What follows belongs to an exercise in optimizing a design on an open flow for small area; a production flow would make more cautious choices. The RTL was checked by simulation tests, not by an equivalence proof against the original design. The clock input has no modelled driver; a real chip could not lean on it and would need a root buffer or a full tree. Power figures rest on the tool's default switching activity, not on a simulated workload.

## JK
## pwm_microcontroller
module pwm_microcontroller(
    input  clk,
    input  rst,
    input  RX,
    output TX,
    output pwm0,
    output pwm1
);
    reg s1n, s2n;
    always @(posedge clk) begin
        s1n <= ~(rst | RX);
        s2n <= ~rst & s1n;
    end
    wire s2 = ~s2n;
    reg  [1:0] st;
    reg  [6:0] bd;
    reg  [8:0] sr;
    wire idle     = (st == 2'b01) | (st == 2'b11);
    wire start    = (st == 2'b00);
    wire act      = (st == 2'b10);
    wire rx_valid = (st == 2'b11);
    wire term     = ~bd[0] & bd[1] & ~bd[2] & ~bd[3] & ~bd[6];    
    wire stopb    = sr[0];
    always @(posedge clk) begin
        bd <= idle ? 7'b1010101 : (term ? 7'b1000101 : {bd[5:0], (bd[3] ^ bd[6])});
        if (start | (act & term & ~stopb))
            sr <= {act ? s2 : term, sr[8:1]};
        if (rst)
            st <= 2'b01;
        else if (idle)
            st <= s2 ? 2'b01 : 2'b00;
        else if (term) begin
            if (start) st <= s2 ? 2'b01 : 2'b10;
            else if (stopb) st <= s2 ? 2'b11 : 2'b01;
        end
    end
    wire [7:0] rd = sr[8:1];
    reg       waiting, which;
    reg [7:0] dn0, dn1;       
    wire is_ff  = &rd;
    wire is_cmd = (rd[7:2] == 6'd0) & (rd[1] ^ rd[0]);
    wire ack    = rx_valid & (waiting | is_ff);
    wire ld0    = rst | (rx_valid & (waiting ? ~which : is_ff));
    wire ld1    = rst | (rx_valid & (waiting ?  which : is_ff));
    wire [7:0] dnval = ~(rd & {8{waiting & ~rst}});
  ...
Size in the first run: roughly 200 cells after synthesis.
clock: 10.0 ns
lec_check: 0
cap_margin: 20
core_margin: 2
core_utilization: 70
gpl_timing_driven: 0
place_density: 0.8
slew_margin: 20
standard.sh (not shown) runs the stock make flow with config.mk's settings and CLKGATE_MAP_FILE= SYNTH_SCRIPT=/design/flow/synth_recipe.tcl, a recipe that flattens the netlist after the stock synthesis.
==> flow/flow/run.sh <==
#!/bin/bash
# Own layout flow: the standard synthesis, then the combinational logic
# re-mapped by ABC for area (registers untouched): several ABC scripts are run
# on the netlist and the smallest result is kept, for a few rounds, each round
# starting from the previous round's best. Then the standard ORFS layout with
# small port buffers and a one-level clock tree of two buffers (cts_hook.tcl).
set -euo pipefail
here=$(pwd)
R=$here/orfs/results/$FLOW_PLATFORM/pwm_microcontroller/base
YOSYS=${YOSYS_EXE:-$FLOW_HOME/../tools/install/yosys/bin/yosys}
LIB=$FLOW_HOME/platforms/$FLOW_PLATFORM/lib/sky130_fd_sc_hd__tt_025C_1v80.lib
ROUNDS=3

export BUFFER_PORTS_ARGS="-buffer_cell sky130_fd_sc_hd__buf_1"
export PRE_CTS_TCL=$here/flow/cts_hook.tcl
export MY_CTS_GROUPS=2
export MY_CTS_BUF=sky130_fd_sc_hd__buf_12

bash standard.sh synth > $here/standard_synth.log 2>&1
cp $R/1_2_yosys.v $here/1_2_yosys_standard.v

# one round: re-map $1 with each ABC script, four at a time, into reabc/$2;
# prints the best netlist and its area
reabc_round() {
  local in=$1 d=$here/reabc/$2
  mkdir -p $d
  for s in $here/flow/abc/*.abc; do
    local n=$(basename $s .abc)
    LIB=$LIB NETLIST_IN=$in NETLIST_OUT=$d/$n.v \
    ABC_DIR=$here/flow/abc ABC_GLOB=$n.abc STAT_DIR=$d FLOW_TOP=$FLOW_TOP \
      timeout 900 $YOSYS -c $here/flow/reabc.tcl > $d/$n.log 2>&1 &
    while [ $(jobs -rp | wc -l) -ge 4 ]; do sleep 1; done
  done
  wait
  local best="" best_area=""
  for s in $here/flow/abc/*.abc; do
    local n=$(basename $s .abc) a
    a=$(grep "best ABC script" $d/$n.log | sed 's/.*(\(.*\))/\1/' || true)
    [ -n "$a" ] && [ -f $d/$n.v ] || continue
    echo "$n $a" >> $d/areas.txt
    if [ -z "$best" ] || awk "BEGIN{exit !($a < $best_area)}"; then best=$n; best_area=$a; fi
  done
  echo "$d/$best.v $best_area"
}

cur=$here/1_2_yosys_standard.v
cur_area=1e18
for r in $(seq 1 $ROUNDS); do
  read -r nv na < <(reabc_round $cur round$r)
  echo "round $r: $nv $na" >> $here/reabc/summary.txt
  if awk "BEGIN{exit !($na < $cur_area)}"; then cur=$nv; cur_area=$na; fi
done
echo "kept: $cur $cur_area" >> $here/reabc/summary.txt
cp $cur $R/1_2_yosys.v
rm -f $R/1_synth.odb $R/1_synth.sdc

bash standard.sh finish > $here/standard_finish.log 2>&1
Other scripts of this flow, unchanged in this note and not shown: flow/flow/abc/da1.abc, flow/flow/abc/da2.abc, flow/flow/abc/da3.abc, flow/flow/abc/da4.abc, flow/flow/abc/dp1.abc, flow/flow/abc/dp2.abc, flow/flow/abc/dp3.abc, flow/flow/abc/dp4.abc, flow/flow/abc/dp5.abc, flow/flow/abc/dp6.abc, flow/flow/abc/dp7.abc, flow/flow/abc/dp8.abc, flow/flow/abc/f1.abc, flow/flow/abc/f2.abc, flow/flow/cts_hook.tcl, flow/flow/cts_tree.tcl, flow/flow/reabc.tcl
> inputs changed (JK -> MS)
-- flow/flow/run.sh --
<<< JK, line 3
# re-mapped by ABC for area (registers untouched): several ABC scripts are run
# on the netlist and the smallest result is kept, for a few rounds, each round
# starting from the previous round's best. Then the standard ORFS layout with
# small port buffers and a one-level clock tree of two buffers (cts_hook.tcl).
>>> MS, line 3
# re-mapped by ABC for area (registers untouched): several ABC scripts are run
# on the netlist and the smallest result is kept, for up to six rounds, each
# round starting from the previous round's best, until a round gains nothing. Then the standard ORFS layout with
# small port buffers and a one-level clock tree of two buffers (cts_hook.tcl).
<<< JK, line 11
LIB=$FLOW_HOME/platforms/$FLOW_PLATFORM/lib/sky130_fd_sc_hd__tt_025C_1v80.lib
ROUNDS=3

>>> MS, line 11
LIB=$FLOW_HOME/platforms/$FLOW_PLATFORM/lib/sky130_fd_sc_hd__tt_025C_1v80.lib
ROUNDS=6

<<< JK, line 50
  echo "round $r: $nv $na" >> $here/reabc/summary.txt
  if awk "BEGIN{exit !($na < $cur_area)}"; then cur=$nv; cur_area=$na; fi
done
>>> MS, line 50
  echo "round $r: $nv $na" >> $here/reabc/summary.txt
  if awk "BEGIN{exit !($na < $cur_area)}"; then cur=$nv; cur_area=$na; else break; fi
done
==> summary.txt <==
- MS finished all stages; the layout is clean.
- From MS to JK, global-route usage did not move at all.
- The final setup violation count on JK is in line with that on MS.
- Looking at JK and MS, the number of instances in the synthesized netlist is a wash.
- First-pass GRT wire length: MS vs JK identical
- JK → MS: combinational cell fraction of total power closely matched the old numbers, endpoint arrival time on the critical path closely matched the old numbers, sequential portion of the cell area closely matched the old numbers.
In every run of this note, the design's own scripts or RTL, not TritonCTS, make the clock network.

==> re-timing with driven ports <==
No port has a modelled driver above. Below, the same layouts with a new extraction and two added sets of constraints. Step 1, drivers: a clkbuf_16 drives clk and a buf_2 each remaining input, both assumed. Step 2 moves the port delays by t, midway between the first and last clock arrival at a register: inputs arrive t later, outputs are due t later. That takes back most of the time a late clock gives input paths. Slacks: ideal / step 1 / step 2; pairs: ideal / step 1.
| run | shift t [ns] | setup WS [ns] | worst register clock-pin slew, ns | cell pins on the clock port's net |
|---|---|---|---|---|
| JK | 0.193 | 5.929 / 5.949 / 5.756 | 0.11 / 0.11 | 2 |
| MS | 0.193 | 5.929 / 5.949 / 5.756 | 0.11 / 0.11 | 2 |
After both steps setup and hold are still met in every run listed.
